This design comes from an exercise in tuning for small area, a short achievable clock period and few clock cycles on the open sky130 flow, not from production work. RTL that was checked went through simulation tests only; none was proved equivalent to the original. Function not checked in run 6: the RTL went through the layout flow alone. Power is estimated from default activity; no workload was simulated.

$ cat flow/constraint.sdc
create_clock -name core_clock -period 10.0 [get_ports {clk_i}]
set_input_delay 2.0000 -clock core_clock [delete_from_list [all_inputs] [get_ports {clk_i}]]
set_output_delay 2.0000 -clock core_clock [all_outputs]
set_load 0.01 [all_outputs]
$ cat flow/run.sh
#!/bin/bash
# synth_recipe.tcl (not shown) runs the flow's synth.tcl, then flattens the netlist and writes it again
# the make line also repeats each setting of config.mk as NAME=value (left out here)
make -C /OpenROAD-flow-scripts/flow DESIGN_CONFIG=/design/flow/config.mk WORK_HOME=/design/flow/orfs CLKGATE_MAP_FILE= SYNTH_SCRIPT=/design/flow/synth_recipe.tcl finish
$ cat flow/config.mk
export PLATFORM = sky130hd
export DESIGN_NAME = RV32i_top
export DESIGN_NICKNAME = RV32i_top
export VERILOG_FILES = /design/flow/design.v
export SDC_FILE = /design/flow/constraint.sdc
export NUM_CORES = 8
export LEC_CHECK = 0
export ABC_CLOCK_PERIOD_IN_PS = 3000
export CAP_MARGIN = 20
export CORE_MARGIN = 2
export CORE_UTILIZATION = 40
export SETUP_SLACK_MARGIN = 5
export SLEW_MARGIN = 20
$ cat flow/design.v
package RV32i_pkg;
  localparam logic [4:0] OPC_LOAD   = 5'b00000;
  localparam logic [4:0] OPC_OPIMM  = 5'b00100;
  localparam logic [4:0] OPC_AUIPC  = 5'b00101;
  localparam logic [4:0] OPC_STORE  = 5'b01000;
  localparam logic [4:0] OPC_OP     = 5'b01100;
  localparam logic [4:0] OPC_LUI    = 5'b01101;
  localparam logic [4:0] OPC_BRANCH = 5'b11000;
  localparam logic [4:0] OPC_JALR   = 5'b11001;
  localparam logic [4:0] OPC_JAL    = 5'b11011;
endpackage
module alu (
    input  logic [31:0] a_i,
    input  logic [31:0] b_i,
    input  logic        sub_i,      
    input  logic        sel_add_i,
    input  logic        sel_slt_i,
    input  logic        sel_sltu_i,
    input  logic        sel_xor_i,
    input  logic        sel_or_i,
    input  logic        sel_and_i,
    input  logic        sel_sll_i,
    input  logic        sel_sr_i,
    input  logic        arith_i,    
    output logic [31:0] res_o,
    output logic [31:0] sum_o,
    output logic        eq_o,
    output logic        lt_o,       
    output logic        ltu_o       
);
  logic [32:0] sum33;
  logic [31:0] bx;
  logic [31:0] sll, sr;
  assign bx    = sub_i ? ~b_i : b_i;
  assign sum33 = {1'b0, a_i} + {1'b0, bx} + {32'd0, sub_i};
  assign sum_o = sum33[31:0];
  assign eq_o  = (a_i == b_i);
  assign ltu_o = ~sum33[32];
  assign lt_o  = (a_i[31] ^ b_i[31]) ? a_i[31] : sum33[31];
  assign sll = a_i << b_i[4:0];
  assign sr  = $signed({arith_i & a_i[31], a_i}) >>> b_i[4:0];
  assign res_o = ({32{sel_add_i}} & sum33[31:0])
               | ({32{sel_xor_i}} & (a_i ^ b_i))
               | ({32{sel_or_i}}  & (a_i | b_i))
               | ({32{sel_and_i}} & (a_i & b_i))
               | ({32{sel_sll_i}} & sll)
               | ({32{sel_sr_i}}  & sr)
               | {31'd0, (sel_slt_i & lt_o) | (sel_sltu_i & ltu_o)};
endmodule
module regfile (
    input  logic        clk_i,
    input  logic        we_i,
    input  logic [ 4:0] rd_add_i,
    input  logic [31:0] rd_data_i,
    input  logic [ 4:0] rs1_add_i,
    input  logic [ 4:0] rs2_add_i,
    output logic [31:0] rs1_data_o,
    output logic [31:0] rs2_data_o
);
  logic [31:0] regs[1:31];
  always_ff @(posedge clk_i) begin
    if (we_i && rd_add_i != 5'd0) regs[rd_add_i] <= rd_data_i;
  end
  always_comb begin
    rs1_data_o = 32'd0;
    rs2_data_o = 32'd0;
    for (int i = 1; i < 32; i++) begin
      if (rs1_add_i == 5'(i)) rs1_data_o = rs1_data_o | regs[i];
      if (rs2_add_i == 5'(i)) rs2_data_o = rs2_data_o | regs[i];
    end
  end
endmodule
module RV32i_store_fmt (
    input  logic [ 2:0] f3_i,
    input  logic [ 1:0] addr_i,
    input  logic [31:0] data_i,
    output logic [ 3:0] ble_o,
    output logic [31:0] data_o
);
  always_comb begin
    case (f3_i[1:0])
      2'b00: begin
        ble_o  = 4'b0001 << addr_i;
        data_o = {4{data_i[7:0]}};
      end
      2'b01: begin
        ble_o  = addr_i[1] ? 4'b1100 : 4'b0011;
        data_o = {2{data_i[15:0]}};
      end
      default: begin
        ble_o  = 4'b1111;
        data_o = data_i;
      end
    endcase
  end
endmodule
module RV32i_load_fmt (
    input  logic [ 2:0] f3_i,
    input  logic [ 1:0] addr_i,
    input  logic [31:0] word_i,
    output logic [31:0] data_o
);
  logic [15:0] h;
  logic [ 7:0] b;
  assign h = addr_i[1] ? word_i[31:16] : word_i[15:0];
  assign b = addr_i[0] ? h[15:8] : h[7:0];
  always_comb begin
    case (f3_i[1:0])
      2'b00:   data_o = {{24{b[7] & ~f3_i[2]}}, b};
      2'b01:   data_o = {{16{h[15] & ~f3_i[2]}}, h};
      default: data_o = word_i;
    endcase
  end
endmodule
import RV32i_pkg::*;
module RV32i_decoder (
    input  logic [31:0] ins_i,
    output logic        uses_rs1_o,    
    output logic        uses_rs2_o,    
    output logic        b_is_rs2_o,    
    output logic        a_is_pc_o,     
    output logic        a_is_zero_o,   
    output logic        wb_o,          
    output logic        load_o,
    output logic        store_o,
    output logic        branch_o,
    output logic        jal_o,
    output logic        jalr_o,
    output logic [31:0] imm_o,         
    output logic        sub_o,
    output logic        sel_add_o,
    output logic        sel_slt_o,
    output logic        sel_sltu_o,
    output logic        sel_xor_o,
    output logic        sel_or_o,
    output logic        sel_and_o,
    output logic        sel_sll_o,
    output logic        sel_sr_o,
    output logic        arith_o
);
  logic [4:0] opc;
  logic [2:0] f3;
  logic is_op, is_opimm, is_alu;
  assign opc = ins_i[6:2];
  assign f3  = ins_i[14:12];
  assign is_op    = (opc == OPC_OP);
  assign is_opimm = (opc == OPC_OPIMM);
  assign is_alu   = is_op | is_opimm;
  assign load_o   = (opc == OPC_LOAD);
  assign store_o  = (opc == OPC_STORE);
  assign branch_o = (opc == OPC_BRANCH);
  assign jal_o    = (opc == OPC_JAL);
  assign jalr_o   = (opc == OPC_JALR);
  assign a_is_pc_o   = (opc == OPC_AUIPC);
  assign a_is_zero_o = (opc == OPC_LUI);
  assign uses_rs1_o = is_alu | load_o | store_o | branch_o | jalr_o;
  assign uses_rs2_o = is_op | store_o | branch_o;
  assign b_is_rs2_o = is_op | branch_o;
  assign wb_o       = ~(store_o | branch_o);
  always_comb begin
    if (store_o) imm_o = {{20{ins_i[31]}}, ins_i[31:25], ins_i[11:7]};
    else if (a_is_pc_o | a_is_zero_o) imm_o = {ins_i[31:12], 12'd0};
    else imm_o = {{20{ins_i[31]}}, ins_i[31:20]};
  end
  assign sub_o      = branch_o | (is_alu & (f3 == 3'b010 || f3 == 3'b011))
                    | (is_op & f3 == 3'b000 & ins_i[30]);
  assign sel_add_o  = ~is_alu | (f3 == 3'b000);
  assign sel_slt_o  = is_alu & (f3 == 3'b010);
  assign sel_sltu_o = is_alu & (f3 == 3'b011);
  assign sel_xor_o  = is_alu & (f3 == 3'b100);
  assign sel_or_o   = is_alu & (f3 == 3'b110);
  assign sel_and_o  = is_alu & (f3 == 3'b111);
  assign sel_sll_o  = is_alu & (f3 == 3'b001);
  assign sel_sr_o   = is_alu & (f3 == 3'b101);
  assign arith_o    = ins_i[30];
endmodule
import RV32i_pkg::*;
module RV32i_top (
    input  logic        clk_i,
    input  logic        resetn_i,
    input  logic        imem_valid_i,
    output logic [31:0] imem_add_o,
    input  logic [31:0] imem_data_i,
    output logic [31:0] dmem_add_o,
    input  logic [31:0] dmem_do_i,
    output logic [31:0] dmem_di_o,
    output logic        dmem_we_o,
    output logic        dmem_re_o,
    output logic [ 3:0] dmem_ble_o
);
  logic [11:0] pc_q;   
  logic        ex_wb_q, ex_load_q, ex_store_q, ex_branch_q, ex_jalr_q, ex_link_q;
  logic        ex_pred_q;   
  logic [ 4:0] ex_rd_q;
  logic [ 2:0] ex_f3_q;
  logic [31:0] ex_a_q, ex_b_q, ex_sd_q;
  logic        ex_fwd_a_q, ex_fwd_b_q, ex_fwd_s_q;
  logic [11:0] ex_alt_q;   
  logic ex_sub_q, ex_add_q, ex_slt_q, ex_sltu_q, ex_xor_q, ex_or_q, ex_and_q;
  logic ex_sll_q, ex_sr_q, ex_arith_q;
  logic        mem_wb_q, mem_load_q, mem_store_q;
  logic [ 4:0] mem_rd_q;
  logic [ 2:0] mem_f3_q;
  logic [31:0] mem_res_q, mem_sd_q;
  logic [ 3:0] mem_ble_q;
  logic [31:0] ld_data, wb_data;
  RV32i_load_fmt u_ldfmt (
      .f3_i  (mem_f3_q),
      .addr_i(mem_res_q[1:0]),
      .word_i(dmem_do_i),
      .data_o(ld_data)
  );
  assign wb_data = mem_load_q ? ld_data : mem_res_q;
  assign dmem_add_o = mem_res_q;
  assign dmem_di_o  = mem_sd_q;
  assign dmem_ble_o = mem_ble_q;
  assign dmem_we_o  = mem_store_q;
  assign dmem_re_o  = mem_load_q;
  logic [31:0] ins;
  logic [ 4:0] rs1, rs2, rd;
  logic uses_rs1, uses_rs2, b_is_rs2, a_is_pc, a_is_zero, d_wb, d_load, d_store;
  logic d_branch, d_jal, d_jalr;
  logic [31:0] imm;
  logic d_sub, d_add, d_slt, d_sltu, d_xor, d_or, d_and, d_sll, d_sr, d_arith;
  assign ins = imem_data_i;
  assign rs1 = ins[19:15];
  assign rs2 = ins[24:20];
  assign rd  = ins[11:7];
  RV32i_decoder u_dec (
      .ins_i      (ins),
      .uses_rs1_o (uses_rs1),
      .uses_rs2_o (uses_rs2),
      .b_is_rs2_o (b_is_rs2),
      .a_is_pc_o  (a_is_pc),
      .a_is_zero_o(a_is_zero),
      .wb_o       (d_wb),
      .load_o     (d_load),
      .store_o    (d_store),
      .branch_o   (d_branch),
      .jal_o      (d_jal),
      .jalr_o     (d_jalr),
      .imm_o      (imm),
      .sub_o      (d_sub),
      .sel_add_o  (d_add),
      .sel_slt_o  (d_slt),
      .sel_sltu_o (d_sltu),
      .sel_xor_o  (d_xor),
      .sel_or_o   (d_or),
      .sel_and_o  (d_and),
      .sel_sll_o  (d_sll),
      .sel_sr_o   (d_sr),
      .arith_o    (d_arith)
  );
  logic [31:0] rf_rs1, rf_rs2, rs1_val, rs2_val;
  regfile u_rf (
      .clk_i     (clk_i),
      .we_i      (mem_wb_q),
      .rd_add_i  (mem_rd_q),
      .rd_data_i (wb_data),
      .rs1_add_i (rs1),
      .rs2_add_i (rs2),
      .rs1_data_o(rf_rs1),
      .rs2_data_o(rf_rs2)
  );
  assign rs1_val = (mem_wb_q && mem_rd_q == rs1) ? wb_data : rf_rs1;
  assign rs2_val = (mem_wb_q && mem_rd_q == rs2) ? wb_data : rf_rs2;
  logic stall;
  assign stall = ex_load_q && ((uses_rs1 && rs1 == ex_rd_q) || (uses_rs2 && rs2 == ex_rd_q));
  logic redirect;
  logic [11:0] redirect_pc;
  logic [11:0] pc_inc, pc_tgt, off;
  logic pred_taken, rd_nz;
  assign pred_taken = d_branch & ins[31];   
  assign off = d_jal ? {ins[13:12], ins[20], ins[30:22]}
                     : {ins[31], ins[31], ins[7], ins[30:25], ins[11:9]};
  assign pc_tgt = pc_q + off;
  assign pc_inc = pc_q + 12'd1;
  logic go;   
  assign go = imem_valid_i & ~stall & ~redirect;
  always_ff @(posedge clk_i or negedge resetn_i) begin
    if (!resetn_i) pc_q <= 12'd0;
    else if (redirect) pc_q <= redirect_pc;
    else if (imem_valid_i && !stall) pc_q <= (d_jal || pred_taken) ? pc_tgt : pc_inc;
  end
  assign imem_add_o = {18'd0, pc_q, 2'b00};
  assign rd_nz = (rd != 5'd0);
  always_ff @(posedge clk_i or negedge resetn_i) begin
    if (!resetn_i) begin
      ex_wb_q     <= 1'b0;
      ex_load_q   <= 1'b0;
      ex_store_q  <= 1'b0;
      ex_branch_q <= 1'b0;
      ex_jalr_q   <= 1'b0;
    end else begin
      ex_wb_q     <= go & d_wb & rd_nz;
      ex_load_q   <= go & d_load & rd_nz;
      ex_store_q  <= go & d_store;
      ex_branch_q <= go & d_branch;
      ex_jalr_q   <= go & d_jalr;
    end
  end
  always_ff @(posedge clk_i) begin
    ex_link_q  <= d_jal | d_jalr;
    ex_pred_q  <= pred_taken;
    ex_rd_q    <= rd;
    ex_f3_q    <= ins[14:12];
    ex_a_q     <= a_is_zero ? 32'd0 : a_is_pc ? {18'd0, pc_q, 2'b00} : rs1_val;
    ex_b_q     <= b_is_rs2 ? rs2_val : imm;
    ex_sd_q    <= rs2_val;
    ex_fwd_a_q <= ex_wb_q && uses_rs1 && rs1 == ex_rd_q;
    ex_fwd_b_q <= ex_wb_q && b_is_rs2 && rs2 == ex_rd_q;
    ex_fwd_s_q <= ex_wb_q && rs2 == ex_rd_q;
    ex_alt_q   <= (pred_taken || d_jal || d_jalr) ? pc_inc : pc_tgt;
    ex_sub_q   <= d_sub;
    ex_add_q   <= d_add;
    ex_slt_q   <= d_slt;
    ex_sltu_q  <= d_sltu;
    ex_xor_q   <= d_xor;
    ex_or_q    <= d_or;
    ex_and_q   <= d_and;
    ex_sll_q   <= d_sll;
    ex_sr_q    <= d_sr;
    ex_arith_q <= d_arith;
  end
  logic [31:0] a, b, sd, alu_res, sum, res;
  logic eq, lt, ltu, cond, taken;
  assign a  = ex_fwd_a_q ? mem_res_q : ex_a_q;
  assign b  = ex_fwd_b_q ? mem_res_q : ex_b_q;
  assign sd = ex_fwd_s_q ? mem_res_q : ex_sd_q;
  alu u_alu (
      .a_i       (a),
      .b_i       (b),
      .sub_i     (ex_sub_q),
      .sel_add_i (ex_add_q),
      .sel_slt_i (ex_slt_q),
      .sel_sltu_i(ex_sltu_q),
      .sel_xor_i (ex_xor_q),
      .sel_or_i  (ex_or_q),
      .sel_and_i (ex_and_q),
      .sel_sll_i (ex_sll_q),
      .sel_sr_i  (ex_sr_q),
      .arith_i   (ex_arith_q),
      .res_o     (alu_res),
      .sum_o     (sum),
      .eq_o      (eq),
      .lt_o      (lt),
      .ltu_o     (ltu)
  );
  assign cond  = ex_f3_q[2] ? (ex_f3_q[1] ? ltu : lt) : eq;
  assign taken = cond ^ ex_f3_q[0];
  assign redirect    = ex_jalr_q | (ex_branch_q & (taken ^ ex_pred_q));
  assign redirect_pc = ex_jalr_q ? sum[13:2] : ex_alt_q;
  assign res = ex_link_q ? {18'd0, ex_alt_q, 2'b00} : alu_res;
  logic [ 3:0] st_ble;
  logic [31:0] st_data;
  RV32i_store_fmt u_stfmt (
      .f3_i  (ex_f3_q),
      .addr_i(sum[1:0]),
      .data_i(sd),
      .ble_o (st_ble),
      .data_o(st_data)
  );
  always_ff @(posedge clk_i or negedge resetn_i) begin
    if (!resetn_i) begin
      mem_wb_q    <= 1'b0;
      mem_load_q  <= 1'b0;
      mem_store_q <= 1'b0;
    end else begin
      mem_wb_q    <= ex_wb_q;
      mem_load_q  <= ex_load_q;
      mem_store_q <= ex_store_q;
    end
  end
  always_ff @(posedge clk_i) begin
    mem_rd_q  <= ex_rd_q;
    mem_f3_q  <= ex_f3_q;
    mem_res_q <= res;
    mem_sd_q  <= st_data;
    mem_ble_q <= st_ble;
  end
endmodule
==> results.toml, run 1 <==
[sta]
slew_violations = 0
fin_setup_tns_ns = 0
finalHoldViolations = 0
maxSlewHeadroom = 0.0844
fin_worst_skew_ns = 0.0827
rsz0062_at_grt = "yes"
worst_pin_slew_ns = 1.36
setup_viol = 0
fmax_ghz = 0.192
fin_crit_sh = 0.521
min_period_ns = 5.21

[route]
viasPerCell = 7.34
wirelength_um = 297000
detail-route-antenna-nets = 0
via_count = 52100
route.detailed.drc = 0
dr.pass1.iters = 10
wl_per_cell_um = 41.8
drt_iter0_markers = 12100

[finish]
area_delta_synth_final_pct = 16.6
nNetsFinal = 5251
fin_cells = 7105
fill_cells = 13100
drive_gt1_frac = 0.132

[global_route]
grtUsageTotal = 0.381
grt_pass1_vias = 48000
grt_pass1_wl_um = 396000
antenna_found_initial = 19
grt_start_max_net_pins = 57
overflow = 0

[critical_path]
crit_chain = "clkdlybuf4s50_1 -> buf_4 -> or3b_2 -> nor2_4 -> buf_4 -> a22oi_1 -> nand2_1 -> nor3_1 -> a31oi_1 -> a21o_1"
crit_slowest_cell = "a31oi_1"
cp.required_ns = 10.72
r2r_cells = 16
start_kind = "input port"
cpPeakStageDelay_ns = 0.75
worst_setup_path_end_kind = "flip-flop"
path_class = "in -> reg"
path_max_fanout = 13
arrival_ns = 5.94
crit_path_frequent_cell = "buf_4"

[logic_synthesis]
synth_most_common_cell = "edfxtp_1"
yosys-top-cells-count = "992 x edfxtp_1, 614 x a22oi_1, 366 x nor2_1, 310 x clkbuf_1, 257 x nand2_1"
synth-main-ff-cell = "edfxtp_1"
ys_seq_elements = 1219
synth_cell_types = 86
syn_inst = 4921
synth_top_area_share = 0.509
async_reset_ff_frac = 0.0164
netlist_area_sq_um = 58500
synth_edf_count = 992
synth.avg_cell_area_sq_um = 11.9
synth.area.top_cells = "edfxtp_1 51%, a22oi_1 7.9%, dfxtp_1 7.1%"
yosys_warnings = 5
ys_seq_area_frac = 0.588
yosysTopAreaCell = "edfxtp_1"

[clock_network]
root_buffer = "clkbuf_16"
cts_buffers = 120
cts_tree = "yes"
cts.htree.levels = 3
ctsHoldBuffers = 0
clkSinkCount = 1219
clkTransAtPathRegs_ns = 0.06
clock_path_buffers = 3
clk_latency_ns = 0.81

[floorplanning]
io_pins = 169
dieArea_sq_um = 149000
core-area_sq_um = 145000
die_h_um = 386
die_w_um = 386
fp-row-count = 140
start_util = 0.402

[pwr]
ir_worst_vdd_v = 0.000165
leakage_uw = 0.0232
p_per_area_nw_per_um2 = 220

[placement]
place.gp.congestion = 1.02
dp.cells = 6795
hpwl_um = 176000
numPortBuffers = 146

[run]
max-cap-violations = 0

[worst_hold_path]
holdPathStages = 0
hp-class = "reg -> reg"

[outcome]
status = "finished clean"
==> state kept, by name, indices dropped and copies added, names as in the netlist, 3 cells and up <==
| signal | count |
|---|---|
| ex_alt_q | 12 |
| mem_res_q | 32 |
| ex_rd_q | 5 |
| u_rf.regs | 992 |
| ex_f3_q | 3 |
| mem_sd_q | 32 |
| ex_sd_q | 32 |
| mem_rd_q | 5 |
| mem_f3_q | 3 |
| ex_a_q | 32 |
| pc_q | 12 |
| ex_b_q | 32 |
| mem_ble_q | 4 |
==> worst max-delay path, delay by kind of cell <==
kind / cells / cell delay (ns)
AOI/OAI and AO/OA: 3 / 1.08
and+or+nand+nor: 4 / 1.51
buffers and inverters: 3 / 1.30
==> routing by layer <==
| metal | vias up | global-route usage | part of all wire |
|---|---|---|---|
| met1 | 25100 | 0.447 | 0.33 |
| met4 | 18 | 0.276 | 0.096 |
| met5 | - | 0 | 0.00087 |
| met3 | 1600 | 0.164 | 0.16 |
| li1 | 19900 | - | - |
| met2 | 5470 | 0.556 | 0.42 |
==> placed cells by master (no fill, tap or decap), drive strengths merged, types with 19 or more instances in the layout <==
cell type	instances
a211oi	22
a21o	30
a21oi	208
a221oi	175
a222oi	64
a22o	155
a22oi	614
a31oi	43
and3	30
buf	251
bufinv	20
clkbuf	139
clkdlybuf4s50	139
clkinv	51
conb	20
dfrtp	20
dfxtp	207
edfxtp	992
ha	108
inv	113
mux2	46
mux2i	209
nand2	257
nand3	137
nand3b	19
nand4	121
nor2	369
nor3	104
o211ai	29
o21a	22
o21ai	134
xnor2	65
xor2	29
==> metrics by stage <==
| stage | hold slack [ns] | setup WS, ns | power (uW) | cell area [sq um] | utilization |
|---|---|---|---|---|---|
| 2_1_floorplan | 0.329 | 5.01 | 8380 | 58600 | - |
| 6_report | 0.356 | 4.79 | 15000 | 68200 | 0.469 |
| 4_1_cts | 0.359 | 4.87 | 14800 | 67800 | 0.466 |
| 3_3_place_gp | 0.342 | 3.45 | 9980 | 63100 | 0.434 |
| 5_1_grt | 0.359 | 5.00 | 15300 | 68200 | 0.469 |
| 3_5_place_dp | 0.337 | 3.43 | 10000 | 63100 | 0.434 |
==> layout make-up <==
type	count	area, sq um	share of cell area
Multi-Input combinational cell	3229	23300	0.341
Inverter	108	413	0.00605
Sequential cell	1219	34400	0.505
Clock inverter	85	1060	0.0155
Clock buffer	139	3120	0.0457
Antenna cell	12	30.0	0.000440
Timing Repair Buffer	396	3490	0.0511
Tap cell	1917	2400	0.0352
==> final timing paths <==
check                                 from             to  slack, ns
max                        imem_data_i[23]      ex_b_q[5]       4.79
min                             ex_store_q    mem_store_q       0.36
max reg2reg                     ex_fwd_b_q  mem_res_q[30]       5.20
min reg2reg                     ex_store_q    mem_store_q       0.36
max in group asynchronous         resetn_i     mem_load_q       8.41
min in group asynchronous         resetn_i       pc_q[10]       1.19
==> report_power, final <==
part	internal (uW)	switching [uW]	total [uW]
Sequential	6330	373	6710
Combinational	1050	2360	3410
Clock	2760	2110	4870
Total	10100	4850	15000
==> kinds of logic (layout without fill, tap and decap cells) <==
family / Yosys count / count (layout) / synth area share
flip-flops: 1219 / 1219 / 0.588
multiplexers: 256 / 256 / 0.0453
adder cells (fa/ha/maj): 110 / 110 / 0.0238
buffers and inverters: 495 / 728 / 0.0337
AND/OR/NAND/NOR: 1131 / 1134 / 0.0904
XOR/XNOR: 94 / 94 / 0.0141
AO/OA/AOI/OAI: 1615 / 1615 / 0.204
other: 1 / 32 / 0.0000641
==> repair_timing <==
item,4_1_cts,5_1_grt
buffers inserted,44,24
pin swaps,29,13
gates cloned,2,1
endpoints found under the setup margin,86,74
resized for setup,38,23
Testbench counts, summed over its fixed seeds: cycles 72,984.
==> run 2: changes to the inputs <==
--- a/flow/config.mk
+++ b/flow/config.mk
@@ -5,7 +5,6 @@
 export SDC_FILE = /design/flow/constraint.sdc
 export NUM_CORES = 8
 export LEC_CHECK = 0
-export ABC_CLOCK_PERIOD_IN_PS = 3000
 export CAP_MARGIN = 20
 export CORE_MARGIN = 2
 export CORE_UTILIZATION = 40
==> run 2 against run 1 <==
Against the previous run: still clean; utilization unchanged; critical path depth stayed put; global-route usage unchanged; non-clock buffer count stayed put; clock power is essentially flat; sequential share of layout area stayed put; first-iteration DRC count is the same; synthesized area is the same; count of clock-buffer cells in the layout unchanged; sequential power barely moved; worst setup slack stayed put; sequential cell count unchanged; critical endpoint unchanged; highest routed layer unchanged.
==> results.toml, run 2 <==
[outcome]
status = "finished clean"

[route]
wirelength_um = 297000
dr.pass1.iters = 10
drt_iter0_markers = 12100
detail-route-antenna-nets = 0
viasPerCell = 7.34
route.detailed.drc = 0
wl_per_cell_um = 41.8
via_count = 52100

[clock_network]
cts_buffers = 120
clkSinkCount = 1219
clk_latency_ns = 0.81
clkTransAtPathRegs_ns = 0.06
clock_path_buffers = 3
cts.htree.levels = 3
root_buffer = "clkbuf_16"
cts_tree = "yes"

[logic_synthesis]
yosys-top-cells-count = "992 x edfxtp_1, 614 x a22oi_1, 366 x nor2_1, 310 x clkbuf_1, 257 x nand2_1"
synth_edf_count = 992
synth_top_area_share = 0.509
synth.area.top_cells = "edfxtp_1 51%, a22oi_1 7.9%, dfxtp_1 7.1%"
ys_seq_area_frac = 0.588
yosysTopAreaCell = "edfxtp_1"
netlist_area_sq_um = 58500
synth.avg_cell_area_sq_um = 11.9
synth_cell_types = 86
synth-main-ff-cell = "edfxtp_1"
async_reset_ff_frac = 0.0164
synth_most_common_cell = "edfxtp_1"
yosys_warnings = 5
ys_seq_elements = 1219
syn_inst = 4921

[critical_path]
crit_path_frequent_cell = "buf_4"
crit_chain = "clkdlybuf4s50_1 -> buf_4 -> or3b_2 -> nor2_4 -> buf_4 -> a22oi_1 -> nand2_1 -> nor3_1 -> a31oi_1 -> a21o_1"
rrSetupSlack_ns = 5.20
crit_slowest_cell = "a31oi_1"
cp.required_ns = 10.72
worst_setup_path_end_kind = "flip-flop"
start_kind = "input port"
r2r_start = "ex_fwd_b_q"
startpoint = "imem_data_i[23]"
path_class = "in -> reg"
arrival_ns = 5.94
cpPeakStageDelay_ns = 0.75
path_max_fanout = 13

[placement]
numPortBuffers = 146
dp.cells = 6795
hpwl_um = 176000
place.gp.congestion = 1.02

[global_route]
grtUsageTotal = 0.381
grt_pass1_vias = 48000
grt_most_used_layer = "met2"
grt_use_met2 = 0.556
grt_pass1_wl_um = 396000
met1_usage = 0.447
antenna_found_initial = 19
grtUsageMet3 = 0.164
overflow = 0
grt_start_max_net_pins = 57

[floorplanning]
die_h_um = 386
die_w_um = 386
core-area_sq_um = 145000
io_pins = 169
dieArea_sq_um = 149000
start_util = 0.402
fp-row-count = 140

[pwr]
ir_worst_vdd_v = 0.000165
leakage_uw = 0.0232
finalPower_uw = 15000
p_per_area_nw_per_um2 = 220

[sta]
fin_worst_skew_ns = 0.0827
fin_crit_sh = 0.521
slew_violations = 0
maxSlewHeadroom = 0.0844
min_period_ns = 5.21
worst_pin_slew_ns = 1.36
fmax_ghz = 0.192
finalHoldViolations = 0
rsz0062_at_grt = "yes"
setup_viol = 0
holdWs_ns = 0.356
fin_setup_tns_ns = 0

[finish]
nNetsFinal = 5251
fill_cells = 13100
final_common_cell = "edfxtp_1"
drive_gt1_frac = 0.132
fin_cells = 7105
largest_reg_flops = 992
final_cell_mix = "992 x edfxtp_1, 614 x a22oi_1, 267 x nor2_1, 254 x nand2_1, 230 x buf_4"
area_delta_synth_final_pct = 16.6
regMostFlops = "u_rf.regs"
regArea_sq_um = 34400
multi_input_area_sq_um = 23300

[run]
max-cap-violations = 0

[worst_hold_path]
hp-class = "reg -> reg"
worstHoldStart = "ex_store_q"
run 2: cell counts after synthesis:
No cell type changed its count.
run 2: power by group:
group          total, uW  internal [uW]  switching (uW)  leakage, uW
logic               3410           1050            2360       0.0103
clock network       4870           2760            2110      0.00202
registers           6710           6330             373       0.0109
total              15000          10100            4850       0.0232
run 2: final cells by class:
type,count,area share
Antenna cell,12,0.000440
Multi-Input combinational cell,3229,0.341
Clock inverter,85,0.0155
Inverter,108,0.00605
Tap cell,1917,0.0352
Sequential cell,1219,0.505
Clock buffer,139,0.0457
Timing Repair Buffer,396,0.0511
run 2: path summary, 6_finish.rpt:
kind	to	cells after the start
setup / recovery	ex_b_q[5]	10
hold / removal	mem_store_q	0
setup reg to reg	mem_res_q[30]	16
hold reg to reg	mem_store_q	0
max in group asynchronous	mem_load_q	1
min in group asynchronous	pc_q[10]	1
run 2: logic make-up (layout without fill, tap and decap cells):
group           Yosys count  in the layout  synth area share
mux                     256            256            0.0453
fa+ha+maj               110            110            0.0238
other cells               1             32         0.0000641
simple gates           1131           1134            0.0904
flops                  1219           1219             0.588
xor+xnor                 94             94            0.0141
buf+inv                 495            728            0.0337
compound gates         1615           1615             0.204
run 2: routing by layer:
metal	vias to the layer above	part of all wire
met5	-	0.00087
met4	18	0.096
met3	1600	0.16
met2	5470	0.42
met1	25100	0.33
li1	19900	-
run 2: through the flow:
| step | utilization | setup slack (ns) | area (sq um) |
|---|---|---|---|
| global placement | 0.434 | 3.45 | 63100 |
| detailed placement | 0.434 | 3.43 | 63100 |
| floorplan | - | 5.01 | 58600 |
| global route | 0.469 | 5.00 | 68200 |
| CTS | 0.466 | 4.87 | 67800 |
| finish | 0.469 | 4.79 | 68200 |
run 2: critical path, delay by kind of cell:
family,cells,cell delay (ns)
AOI/OAI and AO/OA,3,1.08
buffers and inverters,3,1.30
and+or+nand+nor,4,1.51
run 2: repair_timing:
item | 4_1_cts | 5_1_grt
endpoints found under the hold margin | 0 | 0
endpoints found under the setup margin | 86 | 74
buffers inserted | 44 | 24
gates resized for setup | 38 | 23
pin swaps | 29 | 13
gates cloned | 2 | 1
hold buffers | 0 | 0
==> run 3: changes to the inputs <==
--- a/flow/config.mk
+++ b/flow/config.mk
@@ -8,5 +8,4 @@
 export CAP_MARGIN = 20
 export CORE_MARGIN = 2
 export CORE_UTILIZATION = 40
-export SETUP_SLACK_MARGIN = 5
 export SLEW_MARGIN = 20
==> run 3 against run 2 <==
Against the previous run: still clean on timing, DRC and antenna; count of clock-buffer cells in the layout up 25; sequential share of layout area increased by 0.53 points; cell count is 0.97% lower; clock skew down 0.017 ns; worst hold slack worse by 0.0015 ns; synthesized cell count unchanged.
==> results.toml, run 3 <==
[global_route]
overflow = 0
grtUsageTotal = 0.377
antenna_found_initial = 15
grt_start_max_net_pins = 60
grt_pass1_wl_um = 393000
grt_pass1_vias = 48100

[critical_path]
r2r_cells = 17
path_class = "reg -> reg"
path_max_fanout = 46
path_buf_inv = 5
crit_slowest_cell = "nor2_1"
worst-path-stages = 17
start_kind = "flip-flop"
cp.required_ns = 10.68
crit_path_frequent_cell = "buf_4"
worst_setup_path_end_kind = "flip-flop"
cp_top_family = "buffers and inverters"
cpPeakStageDelay_ns = 0.57
arrival_ns = 7.08
crit_chain = "buf_4 -> mux2i_4 -> buf_4 -> inv_4 -> mux2i_2 -> inv_1 -> fa_1 -> a211oi_1 -> o21ai_0 -> a31oi_1 -> a31oi_1 -> nor2_1 -> a2111o_1 -> o211ai_2 -> buf_4 -> mux2_2 -> nor3_1"
r2r_start = "ex_fwd_b_q"
startpoint = "ex_fwd_b_q"

[floorplanning]
start_util = 0.402
dieArea_sq_um = 149000
die_h_um = 386
core-area_sq_um = 145000
io_pins = 169
fp-row-count = 140
die_w_um = 386

[pwr]
p_per_area_nw_per_um2 = 225
clkPwrFrac = 0.333
finalPower_uw = 15200
internal-power_uw = 10200
power_switching_uw = 4950
pwr-share-seq = 0.443
comb_power_share = 0.224
sw_frac_of_total = 0.326
ir_worst_vdd_v = 0.000170
leakage_uw = 0.0229

[placement]
hpwl_um = 175000
place.gp.congestion = 1.01
numPortBuffers = 146

[logic_synthesis]
ys_seq_area_frac = 0.588
yosys_warnings = 5
synth_edf_count = 992
synth_cell_types = 86
netlist_area_sq_um = 58500
ys_seq_elements = 1219
synth_top_area_share = 0.509
synth_most_common_cell = "edfxtp_1"
async_reset_ff_frac = 0.0164
yosys-top-cells-count = "992 x edfxtp_1, 614 x a22oi_1, 366 x nor2_1, 310 x clkbuf_1, 257 x nand2_1"
synth.avg_cell_area_sq_um = 11.9
synth.area.top_cells = "edfxtp_1 51%, a22oi_1 7.9%, dfxtp_1 7.1%"
yosysTopAreaCell = "edfxtp_1"
synth-main-ff-cell = "edfxtp_1"
syn_inst = 4921

[route]
detail-route-antenna-nets = 0
dr.pass1.iters = 13
drt_iter0_markers = 11800
wl_per_cell_um = 41.6
route.detailed.drc = 0
via_count = 51800
viasPerCell = 7.37
wirelength_um = 293000

[finish]
fill_cells = 13100
drive_gt1_frac = 0.111
post-route-util = 0.464
nNetsFinal = 5186
area_delta_synth_final_pct = 15.4
largest_reg_flops = 992
final_cell_mix = "992 x edfxtp_1, 614 x a22oi_1, 267 x nor2_1, 257 x nand2_1, 203 x mux2i_1"
regMostFlops = "u_rf.regs"
final_common_cell = "edfxtp_1"

[sta]
worst_pin_slew_ns = 1.38
finalHoldViolations = 0
fin_worst_skew_ns = 0.0656
min_period_ns = 6.40
slew_violations = 0
setup_viol = 0
rsz0062_at_grt = "no"
fin_setup_tns_ns = 0
maxSlewHeadroom = 0.0728
fmax_ghz = 0.156
fin_crit_sh = 0.640

[outcome]
status = "finished clean"

[clock_network]
cts_setup_buffers = 0
cts_tree = "yes"
cts.htree.levels = 4
clkSinkCount = 1219
clock_path_buffers = 3
cts_buffers = 132
ctsHoldBuffers = 0
root_buffer = "clkbuf_16"
clkTransAtPathRegs_ns = 0.06
cts_resized = 0
clk_latency_ns = 0.82

[worst_hold_path]
hp-class = "reg -> reg"
holdPathStages = 0
worstHoldStart = "ex_store_q"

[run]
max-cap-violations = 0
==> run 3: cell count changes in the layout (fill, tap and decap cells not counted), moves of 7 or more <==
| cell | change |
|---|---|
| clkbuf_16 | +15 |
| clkinv_1 | +8 |
| clkinvlp_4 | -7 |
| buf_6 | -10 |
| buf_12 | -9 |
| a31oi_2 | -7 |
| buf_4 | -62 |
| clkbuf_1 | +8 |
| a31oi_1 | +8 |
| bufinv_16 | -8 |
| clkinv_2 | -8 |
==> run 3: layout make-up <==
type,count,area (sq um),area share
Inverter,108,408,0.00604
Clock buffer,164,3550,0.0526
Antenna cell,7,17.5,0.000260
Sequential cell,1219,34400,0.510
Timing Repair Buffer,322,2810,0.0417
Clock inverter,73,813,0.0120
Tap cell,1917,2400,0.0355
Multi-Input combinational cell,3226,23100,0.342
==> run 3: worst paths after layout <==
kind                               end  slack (ns)
max                            pc_q[8]        3.60
min                        mem_store_q        0.35
max reg2reg                    pc_q[8]        3.60
min reg2reg                mem_store_q        0.35
max in group asynchronous   mem_load_q        8.38
min in group asynchronous     pc_q[10]        1.20
==> run 3: layer usage <==
layer	up-vias	track usage	share of wire
met5	-	0.00779	0.0011
met4	20	0.254	0.087
met3	1490	0.179	0.17
met2	5529	0.544	0.41
met1	25000	0.444	0.33
li1	19800	-	-
==> run 3: power groups by stage <==
| stage | Clock, uW | Sequential [uW] | Combinational [uW] |
|---|---|---|---|
| 6_report | 5050 | 6720 | 3400 |
| 5_1_grt | 5230 | 6730 | 3530 |
| 4_1_cts | 5040 | 6710 | 3230 |
| 3_5_place_dp | 0 | 6810 | 3220 |
| 3_3_place_gp | 0 | 6820 | 3190 |
| 2_1_floorplan | 0 | 6650 | 1730 |
==> run 3: cells by family after synthesis <==
kind of cell,after synthesis,synth area share
AND/OR/NAND/NOR,1131,0.0904
other,1,0.0000641
AO/OA/AOI/OAI,1615,0.204
XOR/XNOR,94,0.0141
multiplexers,256,0.0453
adder cells (fa/ha/maj),110,0.0238
buffers and inverters,495,0.0337
flip-flops,1219,0.588
==> run 3: through the flow <==
step | cell area, sq um | instances | hold WS, ns | setup WS [ns]
CTS | 67400 | 7021 | 0.356 | 3.80
detailed placement | 63000 | 6784 | 0.343 | 3.27
global route | 67500 | 7029 | 0.366 | 3.45
floorplan | 58600 | 4940 | 0.329 | 4.75
finish | 67500 | 7036 | 0.354 | 3.60
global placement | 63000 | 6783 | 0.342 | 3.31
==> run 4: changes to the inputs <==
==> flow/flow/run.sh (new file) <==
#!/bin/bash
# Layout: the standard flow (standard.sh), with the timing-repair knobs
# from flow/knobs.sh exported to ORFS. Each tool's output is in standard.log
# here and in ORFS's own logs under orfs/logs.
set -euo pipefail
source flow/knobs.sh
bash standard.sh > standard.log 2>&1
==> flow/flow/knobs.sh (new file) <==
export SETUP_SLACK_MARGIN=6.5
export TNS_END_PERCENT=5
==> flow/standard.sh (new file) <==
#!/bin/bash
# synth_recipe.tcl (not shown) runs the flow's synth.tcl, then flattens the netlist and writes it again
# the make line also repeats each setting of config.mk as NAME=value (left out here)
make -C /OpenROAD-flow-scripts/flow DESIGN_CONFIG=/design/flow/config.mk WORK_HOME=/design/flow/orfs CLKGATE_MAP_FILE= SYNTH_SCRIPT=/design/flow/synth_recipe.tcl "${@:-finish}"
removed: flow/run.sh
==> run 4 against run 3 <==
Against the previous run: utilization up 3.9 points; sequential power grew 0.9%; die area unchanged; still clean on timing, DRC and antenna; cell count is 4.0% higher; maximum frequency is 52% higher; combinational power up about 20%; count of clock-buffer cells in the layout down 13; synthesized area is the same.
==> results.toml, run 4 <==
[worst_hold_path]
hp-class = "reg -> reg"
holdPathStages = 0

[placement]
hpwl_um = 179000
place.gp.congestion = 1.04
numPortBuffers = 146
post-place-ws_ns = 3.41
place_area_sq_um = 63200

[critical_path]
crit_slowest_cell = "mux2_4"
worst_setup_path_end_kind = "flip-flop"
worst-path-stages = 16
path_max_fanout = 4
arrival_ns = 4.89
cp_top_family = "compound AO/OA/AOI/OAI gates"
cp.required_ns = 10.67
crit_path_frequent_cell = "a21o_1"
start_kind = "input port"
path_class = "in -> reg"
path_buf_inv = 2
r2r_cells = 15
cpPeakStageDelay_ns = 0.34
crit_chain = "buf_8 -> and3b_2 -> and2_4 -> nand2_8 -> mux2_4 -> ha_4 -> a21o_1 -> a21o_1 -> a211oi_2 -> buf_4 -> o21ai_4 -> a21o_1 -> mux2i_2 -> a211oi_1 -> nor3_1 -> o22a_1"

[logic_synthesis]
synth_cell_types = 86
synth_edf_count = 992
async_reset_ff_frac = 0.0164
syn_inst = 4921
yosys_warnings = 5
synth_most_common_cell = "edfxtp_1"
netlist_area_sq_um = 58500
yosysTopAreaCell = "edfxtp_1"
ys_seq_elements = 1219
synth.avg_cell_area_sq_um = 11.9
synth.area.top_cells = "edfxtp_1 51%, a22oi_1 7.9%, dfxtp_1 7.1%"
synth_top_area_share = 0.509
ys_seq_area_frac = 0.588
yosys-top-cells-count = "992 x edfxtp_1, 614 x a22oi_1, 366 x nor2_1, 310 x clkbuf_1, 257 x nand2_1"
synth-main-ff-cell = "edfxtp_1"

[global_route]
grt_pass1_wl_um = 411000
overflow = 0
grt_pass1_vias = 49900
grtUsageTotal = 0.396
grt_start_max_net_pins = 57
antenna_found_initial = 19

[finish]
final_cell_area_sq_um = 73200
area_delta_synth_final_pct = 25.0
largest_reg_flops = 992
regMostFlops = "u_rf.regs"
drive_gt1_frac = 0.214
final_common_cell = "edfxtp_1"
final_cell_mix = "992 x edfxtp_1, 608 x a22oi_1, 317 x buf_4, 258 x nor2_1, 249 x nand2_1"
nNetsFinal = 5471

[clock_network]
clkSinkCount = 1219
root_buffer = "clkbuf_16"
clock_path_buffers = 3
clkTransAtPathRegs_ns = 0.06
cts_tree = "yes"
ctsHoldBuffers = 0
cts_buffers = 120
clk_latency_ns = 0.82
cts.htree.levels = 3

[sta]
fin_setup_tns_ns = 0
fin_ws_ns = 5.78
fmax_ghz = 0.237
finalHoldViolations = 0
rsz0062_at_grt = "yes"
slew_violations = 0
setup_viol = 0
maxSlewHeadroom = 0.128
min_period_ns = 4.22
worst_pin_slew_ns = 1.30
holdWs_ns = 0.362
fin_crit_sh = 0.422
fin_worst_skew_ns = 0.0974

[outcome]
status = "finished clean"

[run]
max-cap-violations = 0

[floorplanning]
io_pins = 169
start_util = 0.402
die_w_um = 386
core-area_sq_um = 145000
die_h_um = 386
fp-row-count = 140
dieArea_sq_um = 149000

[route]
drt_iter0_markers = 13000
viasPerCell = 7.51
dr.pass1.iters = 15
via_count = 55000
route.detailed.drc = 0
wirelength_um = 315000
detail-route-antenna-nets = 0
wl_per_cell_um = 43.0

[pwr]
leakage_uw = 0.0251
ir_worst_vdd_v = 0.000162
p_per_area_nw_per_um2 = 211
[run 4: cell counts after synthesis]
No cell type changed its count.
[run 4: final timing paths]
path	start	end	slack, ns
max	imem_data_i[4]	pc_q[9]	5.78
min	ex_store_q	mem_store_q	0.36
max reg2reg	ex_fwd_a_q	pc_q[8]	5.83
min reg2reg	ex_store_q	mem_store_q	0.36
max in group asynchronous	resetn_i	pc_q[1]	8.35
min in group asynchronous	resetn_i	mem_store_q	1.21
[run 4: kinds of logic (layout without fill, tap and decap cells)]
kind of cell	after synthesis	after routing	synth area share
AO/OA/AOI/OAI	1615	1615	0.204
flip-flops	1219	1219	0.588
AND/OR/NAND/NOR	1131	1136	0.0904
buffers and inverters	495	941	0.0337
multiplexers	256	256	0.0453
adder cells (fa/ha/maj)	110	110	0.0238
XOR/XNOR	94	94	0.0141
other	1	31	0.0000641
[run 4: per-stage QoR]
stage	instances	utilization	total power (uW)
after floorplan	4940	-	8420
after global placement	6789	0.435	10000
after detailed placement	6790	0.435	10100
after CTS	7182	0.488	14900
after global routing	7308	0.503	15800
final	7319	0.503	15500
[run 4: layout make-up]
cell class	count	area, sq um
antenna	11	27.5
tap	1917	2400
clock buffer	151	3210
timing repair buffer	611	6590
timing repair inverter	3	25.0
fill	12500	72200
inverter	108	449
clock inverter	68	687
multi-input combinational	3231	25300
sequential	1219	34500
[run 4: repair_timing]
action / CTS / global route
buffers inserted: 149 / 113
endpoints found under the hold margin: 0 / 0
cloned: 24 / 13
resized for setup: 537 / 201
endpoints found under the setup margin: 1138 / 619
pin swaps: 118 / 68
[run 4: routing by layer]
layer | routed length [um] | vias up | global-route usage
met3 | 56800 | 1919 | 0.208
met2 | 125000 | 6178 | 0.558
met4 | 32300 | 20 | 0.283
met5 | 286 | - | 0.00682
li1 | - | 20400 | -
met1 | 101000 | 26400 | 0.460
[run 4: power by group]
group          switching [uW]  internal [uW]
registers                 444           6330
clock network            2090           2510
logic                    2670           1410
==> run 5: changes to the inputs <==
==> flow/flow/knobs.sh (replaced) <==
export SETUP_SLACK_MARGIN=6.0
==> run 5 against run 4 <==
Against the previous run: clock skew shrank 0.050 ns; highest routed layer unchanged; count of clock-buffer cells in the layout grew 8; combinational power is essentially flat; synthesized area is the same; still clean on timing, DRC and antenna; die area is the same; global-route usage shrank 0.25 points; sequential power is essentially flat.
==> results.toml, run 5 <==
[pwr]
ir_worst_vdd_v = 0.000182
p_per_area_nw_per_um2 = 217
leakage_uw = 0.0248

[global_route]
antenna_found_initial = 13
grt_pass1_vias = 50000
grt_pass1_wl_um = 408000
grt_start_max_net_pins = 60
grtUsageTotal = 0.394
overflow = 0

[critical_path]
crit_chain = "buf_8 -> and3b_2 -> and2_4 -> nand2_4 -> mux2_4 -> ha_4 -> a21o_1 -> a21o_1 -> a211oi_4 -> o21bai_1 -> a21oi_2 -> xnor2_2 -> o221ai_2 -> mux2_4 -> mux2i_1"
path_class = "in -> reg"
start_kind = "input port"
path_buf_inv = 1
path_max_fanout = 4
arrival_ns = 4.91
cp.required_ns = 10.68
crit_slowest_cell = "mux2_4"
worst_setup_path_end_kind = "flip-flop"
cp_top_family = "compound AO/OA/AOI/OAI gates"
cpPeakStageDelay_ns = 0.35

[logic_synthesis]
synth_compound_area_frac = 0.204
synth_most_common_cell = "edfxtp_1"
synth.area.top_cells = "edfxtp_1 51%, a22oi_1 7.9%, dfxtp_1 7.1%"
synth_top_area_share = 0.509
synth_edf_count = 992
ys_seq_area_frac = 0.588
ys_seq_elements = 1219
synth_top_family_by_area = "compound AO/OA/AOI/OAI gates"
yosys-top-cells-count = "992 x edfxtp_1, 614 x a22oi_1, 366 x nor2_1, 310 x clkbuf_1, 257 x nand2_1"
syn_inst = 4921
async_reset_ff_frac = 0.0164
netlist_area_sq_um = 58500
synthAdderAreaFrac = 0.0238
synth.avg_cell_area_sq_um = 11.9
synth_xor_area_frac = 0.0141
synth_mux_area_frac = 0.0453
yosys.area_share.simple = 0.0904
yosysTopAreaCell = "edfxtp_1"
yosys_warnings = 5
synth_cell_types = 86
synth-main-ff-cell = "edfxtp_1"

[route]
viasPerCell = 7.41
via_count = 54000
route.detailed.drc = 0
dr.pass1.iters = 13
drt_iter0_markers = 11900
detail-route-antenna-nets = 0
wl_per_cell_um = 42.2
wirelength_um = 308000

[sta]
finalHoldViolations = 0
fin_worst_skew_ns = 0.0473
worst_pin_slew_ns = 1.27
fin_crit_sh = 0.423
holdWs_ns = 0.357
fmax_ghz = 0.237
rsz0062_at_grt = "yes"
maxSlewHeadroom = 0.149
fin_setup_tns_ns = 0
slew_violations = 0
min_period_ns = 4.23
setup_viol = 0

[clock_network]
cts_tree = "yes"
clock_path_buffers = 3
ctsHoldBuffers = 0
cts_buffers = 130
clkTransAtPathRegs_ns = 0.07
clk_latency_ns = 0.81
root_buffer = "clkbuf_16"
cts.htree.levels = 4
clkSinkCount = 1219

[finish]
regMostFlops = "u_rf.regs"
final_common_cell = "edfxtp_1"
post-route-util = 0.498
area_delta_synth_final_pct = 23.8
final_cell_mix = "992 x edfxtp_1, 612 x a22oi_1, 292 x buf_4, 259 x nor2_1, 251 x nand2_1"
nNetsFinal = 5430
largest_reg_flops = 992
drive_gt1_frac = 0.212

[placement]
numPortBuffers = 146
place.gp.congestion = 1.00
hpwl_um = 175000

[worst_hold_path]
hp-class = "reg -> reg"

[floorplanning]
die_h_um = 386
die_w_um = 386
core-area_sq_um = 145000
fp-row-count = 140
start_util = 0.402
dieArea_sq_um = 149000
io_pins = 169

[outcome]
status = "finished clean"

[run]
max-cap-violations = 0
==> run 5: cell counts after synthesis <==
Identical to the previous run, type by type.
==> run 5: cell families (layout without fill, tap and decap cells) <==
logic type | after synthesis | after routing
other | 1 | 35
xor gates and xnor gates | 94 | 94
buffers and inverters | 495 | 900
adders and majority gates | 110 | 110
and+or+nand+nor | 1131 | 1138
DFF | 1219 | 1219
muxes | 256 | 256
AOI/OAI and AO/OA | 1615 | 1617
==> run 5: what timing repair did <==
item                       in CTS  in global routing
setup endpoints to repair     511                287
pin swaps                     108                 61
gates resized for setup       494                190
buffers inserted              177                 63
cloned                         29                  3
==> run 5: through the flow <==
stage / setup slack [ns] / instance area [sq um] / total power [uW] / cells
after CTS: 5.80 / 71000 / 15300 / 7205
after floorplan: 5.09 / 58800 / 8410 / 4940
after global routing: 5.70 / 72400 / 16100 / 7272
after global placement: 3.22 / 63000 / 9980 / 6766
after detailed placement: 3.13 / 63000 / 10000 / 6766
final: 5.77 / 72400 / 15800 / 7286
==> run 5: power by group <==
part | total [uW] | switching [uW] | internal [uW]
clock | 4900 | 2150 | 2740
sequential | 6790 | 451 | 6340
combinational | 4060 | 2670 | 1390
total | 15800 | 5270 | 10500
==> run 5: routing by layer <==
layer  vias to the layer above  share of wire  track usage
met4                        22          0.094        0.285
met1                     25900           0.32        0.457
met3                      1773           0.17        0.194
met2                      5888           0.41        0.562
met5                         -         0.0014      0.00227
li1                      20400              -            -
==> run 5: area by class of cell <==
cell class,count,area (sq um)
Fill cell,12600,72900
Sequential cell,1219,34500
Multi-Input combinational cell,3235,25300
Timing Repair Buffer,551,5530
Clock buffer,159,3440
Tap cell,1917,2400
Clock inverter,74,795
Inverter,108,440
Timing Repair inverter,8,57.6
Antenna cell,15,37.5
==> run 5: worst register-to-register path: cells and delay by family, from the launching register on <==
family	cells	cell delay [ns]
AO/OA/AOI/OAI	3	0.60
flip-flops	1	0.41
multiplexers	1	0.26
buffers and inverters	6	1.16
AND/OR/NAND/NOR	5	1.39
adder cells (fa/ha/maj)	1	0.24
==> run 5: worst paths after layout <==
kind                                start          end  slack (ns)  depth (start not counted)
min reg2reg                    ex_store_q  mem_store_q        0.36                          0
max in group asynchronous        resetn_i      pc_q[5]        8.33                          1
min                            ex_store_q  mem_store_q        0.36                          0
max                        imem_data_i[4]      pc_q[7]        5.77                         15
min in group asynchronous        resetn_i   ex_store_q        1.21                          1
max reg2reg                    ex_fwd_b_q      pc_q[4]        5.86                         16
==> run 6: changes to the inputs <==
--- a/flow/design.v
+++ b/flow/design.v
@@ -12,6 +12,7 @@
 module alu (
     input  logic [31:0] a_i,
     input  logic [31:0] b_i,
+    input  logic [ 4:0] shamt_i,    
     input  logic        sub_i,      
     input  logic        sel_add_i,
     input  logic        sel_slt_i,
@@ -30,15 +31,21 @@
 );
   logic [32:0] sum33;
   logic [31:0] bx;
-  logic [31:0] sll, sr;
+  logic [31:0] sh_in, sh_out, sll, sr;
   assign bx    = sub_i ? ~b_i : b_i;
   assign sum33 = {1'b0, a_i} + {1'b0, bx} + {32'd0, sub_i};
   assign sum_o = sum33[31:0];
   assign eq_o  = (a_i == b_i);
   assign ltu_o = ~sum33[32];
   assign lt_o  = (a_i[31] ^ b_i[31]) ? a_i[31] : sum33[31];
-  assign sll = a_i << b_i[4:0];
-  assign sr  = $signed({arith_i & a_i[31], a_i}) >>> b_i[4:0];
+  always_comb begin
+    for (int i = 0; i < 32; i++) sh_in[i] = sel_sll_i ? a_i[31-i] : a_i[i];
+  end
+  assign sh_out = 32'($signed({arith_i & a_i[31], sh_in}) >>> shamt_i);
+  always_comb begin
+    for (int i = 0; i < 32; i++) sll[i] = sh_out[31-i];
+  end
+  assign sr = sh_out;
   assign res_o = ({32{sel_add_i}} & sum33[31:0])
                | ({32{sel_xor_i}} & (a_i ^ b_i))
                | ({32{sel_or_i}}  & (a_i | b_i))
@@ -191,6 +198,7 @@
   logic [11:0] pc_q;   
   logic        ex_wb_q, ex_load_q, ex_store_q, ex_branch_q, ex_jalr_q, ex_link_q;
   logic        ex_pred_q;   
+  logic        ex_kill_q;   
   logic [ 4:0] ex_rd_q;
   logic [ 2:0] ex_f3_q;
   logic [31:0] ex_a_q, ex_b_q, ex_sd_q;
@@ -198,11 +206,19 @@
   logic [11:0] ex_alt_q;   
   logic ex_sub_q, ex_add_q, ex_slt_q, ex_sltu_q, ex_xor_q, ex_or_q, ex_and_q;
   logic ex_sll_q, ex_sr_q, ex_arith_q;
+  logic [ 4:0] ex_shamt_q;   
+  logic        ex_fwd_sh_q;
   logic        mem_wb_q, mem_load_q, mem_store_q;
   logic [ 4:0] mem_rd_q;
   logic [ 2:0] mem_f3_q;
   logic [31:0] mem_res_q, mem_sd_q;
   logic [ 3:0] mem_ble_q;
+  logic ex_wb, ex_load, ex_store, ex_branch, ex_jalr;
+  assign ex_wb     = ex_wb_q & ~ex_kill_q;
+  assign ex_load   = ex_load_q & ~ex_kill_q;
+  assign ex_store  = ex_store_q & ~ex_kill_q;
+  assign ex_branch = ex_branch_q & ~ex_kill_q;
+  assign ex_jalr   = ex_jalr_q & ~ex_kill_q;
   logic [31:0] ld_data, wb_data;
   RV32i_load_fmt u_ldfmt (
       .f3_i  (mem_f3_q),
@@ -265,25 +281,26 @@
   assign rs1_val = (mem_wb_q && mem_rd_q == rs1) ? wb_data : rf_rs1;
   assign rs2_val = (mem_wb_q && mem_rd_q == rs2) ? wb_data : rf_rs2;
   logic stall;
-  assign stall = ex_load_q && ((uses_rs1 && rs1 == ex_rd_q) || (uses_rs2 && rs2 == ex_rd_q));
+  assign stall = ex_load && ((uses_rs1 && rs1 == ex_rd_q) || (uses_rs2 && rs2 == ex_rd_q));
   logic redirect;
   logic [11:0] redirect_pc;
-  logic [11:0] pc_inc, pc_tgt, off;
-  logic pred_taken, rd_nz;
+  logic [11:0] pc_inc, tgt_j, tgt_b, pc_fd;
+  logic pred_taken, rd_nz, d_shift;
   assign pred_taken = d_branch & ins[31];   
-  assign off = d_jal ? {ins[13:12], ins[20], ins[30:22]}
-                     : {ins[31], ins[31], ins[7], ins[30:25], ins[11:9]};
-  assign pc_tgt = pc_q + off;
+  assign tgt_j  = pc_q + {ins[13:12], ins[20], ins[30:22]};
+  assign tgt_b  = pc_q + {ins[31], ins[31], ins[7], ins[30:25], ins[11:9]};
   assign pc_inc = pc_q + 12'd1;
+  assign pc_fd  = d_jal ? tgt_j : pred_taken ? tgt_b : pc_inc;
   logic go;   
-  assign go = imem_valid_i & ~stall & ~redirect;
+  assign go = imem_valid_i & ~stall;
   always_ff @(posedge clk_i or negedge resetn_i) begin
     if (!resetn_i) pc_q <= 12'd0;
     else if (redirect) pc_q <= redirect_pc;
-    else if (imem_valid_i && !stall) pc_q <= (d_jal || pred_taken) ? pc_tgt : pc_inc;
+    else if (imem_valid_i && !stall) pc_q <= pc_fd;
   end
   assign imem_add_o = {18'd0, pc_q, 2'b00};
   assign rd_nz = (rd != 5'd0);
+  assign d_shift = d_sll | d_sr;
   always_ff @(posedge clk_i or negedge resetn_i) begin
     if (!resetn_i) begin
       ex_wb_q     <= 1'b0;
@@ -291,7 +308,9 @@
       ex_store_q  <= 1'b0;
       ex_branch_q <= 1'b0;
       ex_jalr_q   <= 1'b0;
+      ex_kill_q   <= 1'b0;
     end else begin
+      ex_kill_q   <= redirect;
       ex_wb_q     <= go & d_wb & rd_nz;
       ex_load_q   <= go & d_load & rd_nz;
       ex_store_q  <= go & d_store;
@@ -307,10 +326,12 @@
     ex_a_q     <= a_is_zero ? 32'd0 : a_is_pc ? {18'd0, pc_q, 2'b00} : rs1_val;
     ex_b_q     <= b_is_rs2 ? rs2_val : imm;
     ex_sd_q    <= rs2_val;
-    ex_fwd_a_q <= ex_wb_q && uses_rs1 && rs1 == ex_rd_q;
-    ex_fwd_b_q <= ex_wb_q && b_is_rs2 && rs2 == ex_rd_q;
-    ex_fwd_s_q <= ex_wb_q && rs2 == ex_rd_q;
-    ex_alt_q   <= (pred_taken || d_jal || d_jalr) ? pc_inc : pc_tgt;
+    ex_fwd_a_q <= ex_wb && uses_rs1 && rs1 == ex_rd_q;
+    ex_fwd_b_q <= ex_wb && b_is_rs2 && rs2 == ex_rd_q;
+    ex_fwd_s_q <= ex_wb && rs2 == ex_rd_q;
+    ex_fwd_sh_q <= ex_wb && d_shift && b_is_rs2 && rs2 == ex_rd_q;
+    ex_shamt_q <= d_shift ? (b_is_rs2 ? rs2_val[4:0] : ins[24:20]) : 5'd0;
+    ex_alt_q   <= (pred_taken || d_jal || d_jalr) ? pc_inc : tgt_b;
     ex_sub_q   <= d_sub;
     ex_add_q   <= d_add;
     ex_slt_q   <= d_slt;
@@ -323,13 +344,16 @@
     ex_arith_q <= d_arith;
   end
   logic [31:0] a, b, sd, alu_res, sum, res;
+  logic [ 4:0] shamt;
   logic eq, lt, ltu, cond, taken;
   assign a  = ex_fwd_a_q ? mem_res_q : ex_a_q;
   assign b  = ex_fwd_b_q ? mem_res_q : ex_b_q;
   assign sd = ex_fwd_s_q ? mem_res_q : ex_sd_q;
+  assign shamt = ex_fwd_sh_q ? mem_res_q[4:0] : ex_shamt_q;
   alu u_alu (
       .a_i       (a),
       .b_i       (b),
+      .shamt_i   (shamt),
       .sub_i     (ex_sub_q),
       .sel_add_i (ex_add_q),
       .sel_slt_i (ex_slt_q),
@@ -348,7 +372,7 @@
   );
   assign cond  = ex_f3_q[2] ? (ex_f3_q[1] ? ltu : lt) : eq;
   assign taken = cond ^ ex_f3_q[0];
-  assign redirect    = ex_jalr_q | (ex_branch_q & (taken ^ ex_pred_q));
+  assign redirect    = ex_jalr | (ex_branch & (taken ^ ex_pred_q));
   assign redirect_pc = ex_jalr_q ? sum[13:2] : ex_alt_q;
   assign res = ex_link_q ? {18'd0, ex_alt_q, 2'b00} : alu_res;
   logic [ 3:0] st_ble;
@@ -366,9 +390,9 @@
       mem_load_q  <= 1'b0;
       mem_store_q <= 1'b0;
     end else begin
-      mem_wb_q    <= ex_wb_q;
-      mem_load_q  <= ex_load_q;
-      mem_store_q <= ex_store_q;
+      mem_wb_q    <= ex_wb;
+      mem_load_q  <= ex_load;
+      mem_store_q <= ex_store;
     end
   end
   always_ff @(posedge clk_i) begin
==> flow/flow/knobs.sh (replaced) <==
export SETUP_SLACK_MARGIN=6.0
export BUFFER_PORTS_ARGS="-buffer_cell sky130_fd_sc_hd__buf_2"
--- a/flow/config.mk
+++ b/flow/config.mk
@@ -7,5 +7,5 @@
 export LEC_CHECK = 0
 export CAP_MARGIN = 20
 export CORE_MARGIN = 2
-export CORE_UTILIZATION = 40
+export CORE_UTILIZATION = 60
 export SLEW_MARGIN = 20
==> run 6 against run 5 <==
Against the previous run: now fails the layout checks on max-capacitance violations; register-to-register slack worse by 0.07 ns; design area down 5.6%; worst hold slack better by 0.049 ns; highest routed layer unchanged; critical path depth up 2; utilization up 21 points.
==> results.toml, run 6 <==
[finish]
final_cell_mix = "992 x edfxtp_1, 399 x a22oi_1, 279 x a221oi_1, 264 x a22o_1, 241 x buf_4"
regMostFlops = "u_rf.regs"
drive_gt1_frac = 0.202
area_delta_synth_final_pct = 17.4
nNetsFinal = 5142
final_common_cell = "edfxtp_1"
largest_reg_flops = 992

[sta]
finalHoldViolations = 0
fin_worst_skew_ns = 0.0731
rsz0062_at_grt = "yes"
maxSlewHeadroom = 0.00114
fin_setup_tns_ns = 0
fin_crit_sh = 0.421
min_period_ns = 4.21
setup_viol = 0
fmax_ghz = 0.237
holdWs_ns = 0.406
worst_pin_slew_ns = 1.46
fin_ws_ns = 5.79
slew_violations = 0

[route]
via_count = 52800
wirelength_um = 286000
viasPerCell = 8.30
wl_per_cell_um = 44.9
detail-route-antenna-nets = 0
dr.pass1.iters = 17
drt_iter0_markers = 13100
route.detailed.drc = 0

[critical_path]
path_max_fanout = 5
r2r_cells = 17
arrival_ns = 4.85
r2r_start = "ex_fwd_b_q"
r2r-end = "pc_q[7]"
worst_setup_path_end_kind = "flip-flop"
path_class = "reg -> reg"
cp.required_ns = 10.64
rrSetupSlack_ns = 5.79
start_kind = "flip-flop"

[floorplanning]
die_w_um = 316
core-area_sq_um = 96400
fp-row-count = 114
die_h_um = 316
dieArea_sq_um = 99600
start_util = 0.604
io_pins = 169

[logic_synthesis]
ys_seq_elements = 1226
yosysTopAreaCell = "edfxtp_1"
async_reset_ff_frac = 0.0171
netlist_area_sq_um = 58200
syn_inst = 4727
yosys_warnings = 6
synth.area.top_cells = "edfxtp_1 51%, dfxtp_1 7.3%, a22oi_1 5.1%"
yosys-top-cells-count = "992 x edfxtp_1, 399 x a22oi_1, 307 x nor2_1, 297 x clkbuf_1, 285 x a221oi_1"
synth_top_area_share = 0.511
synth_most_common_cell = "edfxtp_1"
synth.avg_cell_area_sq_um = 12.3
synth_edf_count = 992
ys_seq_area_frac = 0.594
synth-main-ff-cell = "edfxtp_1"
synth_cell_types = 87

[worst_hold_path]
holdPathStages = 0
min_to = "mem_rd_q[4]"
worstHoldStart = "ex_rd_q[4]"
hp-class = "reg -> reg"

[placement]
place.gp.congestion = 1.08
hpwl_um = 160000
numPortBuffers = 146
post-place-ws_ns = 4.20

[global_route]
grtUsageTotal = 0.564
overflow = 0
grt_pass1_wl_um = 382000
antenna_found_initial = 23
grt_pass1_vias = 48300
grt_start_max_net_pins = 62

[clock_network]
clkTransAtPathRegs_ns = 0.06
cts.htree.levels = 3
clkSinkCount = 1226
root_buffer = "clkbuf_16"
cts_tree = "yes"
clk_latency_ns = 0.80
clock_path_buffers = 3
cts_buffers = 118

[outcome]
status = "failed layout checks"
violations = "max-capacitance violations"

[run]
max-cap-violations = 1

[pwr]
p_per_area_nw_per_um2 = 215
ir_worst_vdd_v = 0.000184
leakage_uw = 0.0237
==> run 6: cell type report <==
| class | instances | area, sq um |
|---|---|---|
| flip-flops and latches | 1226 | 34600 |
| fillers | 6740 | 28000 |
| multi-input cells | 3046 | 24000 |
| repair buffers | 455 | 3700 |
| clock buffers | 140 | 3120 |
| well taps | 1276 | 1600 |
| clock inverters | 84 | 918 |
| inverters | 113 | 430 |
| diodes | 18 | 45.0 |
==> run 6: logic make-up after synthesis <==
kind of cell | share of synthesized area
fa+ha+maj | 0.0251
simple gates | 0.0812
other cells | 0.0000644
flops | 0.594
mux | 0.0463
buf+inv | 0.0334
compound gates | 0.205
xor+xnor | 0.0156
==> run 6: power by group <==
| group | leakage [uW] | internal (uW) | total, uW | switching, uW |
|---|---|---|---|---|
| Combinational | 0.0107 | 995 | 3170 | 2180 |
| Sequential | 0.0110 | 6360 | 6850 | 492 |
| Clock | 0.00194 | 2620 | 4690 | 2060 |
==> run 6: worst max-delay path by stage <==
stage                         start    endpoint  slack (ns)  depth (start not counted)
finish                   ex_fwd_b_q     pc_q[7]        5.79                         17
global route             ex_fwd_b_q     pc_q[7]        5.78                         17
CTS                      ex_fwd_b_q     pc_q[7]        5.87                         15
detailed placement  imem_data_i[23]  ex_b_q[25]        4.20                         11
global placement    imem_data_i[23]  ex_b_q[25]        4.19                         11
floorplan            imem_data_i[9]     pc_q[6]        5.90                         13
==> run 6: metrics by stage <==
| step | util | cells | total power [uW] | area (sq um) |
|---|---|---|---|---|
| after floorplan | - | 4746 | 8280 | 58400 |
| after global routing | 0.709 | 6342 | 15000 | 68300 |
| after CTS | 0.701 | 6309 | 14400 | 67600 |
| after global placement | 0.634 | 5961 | 9600 | 61200 |
| after detailed placement | 0.635 | 5962 | 9630 | 61200 |
| final | 0.709 | 6358 | 14700 | 68400 |
==> run 6: critical path: stages (launching register included) <==
cell and delay (ns):
dfxtp_4 0.40, buf_6 0.15, buf_16 0.15, mux2i_4 0.19, a32oi_2 0.22, nand2_2 0.11, fa_2 0.42, a211oi_2 0.30
o21ai_1 0.13, nand4_1 0.23, o211ai_4 0.16, a21oi_4 0.24, o41a_1 0.22, mux2i_2 0.29, nand3_4 0.19, a21oi_4 0.31
buf_6 0.17, mux2i_2 0.22
==> run 6: layer usage <==
layer | wire length [um] | track usage
met4 | 35000 | 0.487
met1 | 84600 | 0.633
met5 | 713 | 0.0284
met2 | 113000 | 0.773
met3 | 52200 | 0.309
==> run 6: timing repair <==
action,4_1_cts,5_1_grt
setup buffers,114,29
setup endpoints to repair,147,140
gates cloned,9,1
resized for setup,267,88
hold buffers,0,0
pin swaps,67,48

-- separate check: timing with driven ports --
How much do the figures lean on ideal ports? The routed layouts below were timed once more, with nothing changed but the port constraints.
Step 1 assumes that a clkbuf_16 drives the clock port and a buf_2 every other input.
Step 2 also shifts input and output timing later by t, the mid clock arrival at the registers, as if the neighbouring blocks saw the same clock.
Three values: no drivers, after step 1, after step 2; two values: the first two.
run	t, ns	setup WS [ns]	hold WS [ns]	worst setup path at the end
run 1	0.847	4.787 / 4.840 / 3.993	0.356 / 0.356 / 0.356	input to register
run 2	0.847	4.787 / 4.840 / 3.993	0.356 / 0.356 / 0.356	input to register
run 3	0.866	3.598 / 3.598 / 2.816	0.354 / 0.354 / 0.354	input to register
run 4	0.852	5.781 / 5.782 / 4.932	0.362 / 0.362 / 0.362	input to register
run 5	0.865	5.774 / 5.771 / 4.906	0.357 / 0.357 / 0.357	input to register
run 6	0.835	5.785 / 5.782 / 4.947	0.406 / 0.406 / 0.406	input to register
For run 5, which loses most, drivers alone change the setup slack by -0.003 ns; drivers and shift together by -0.868 ns.
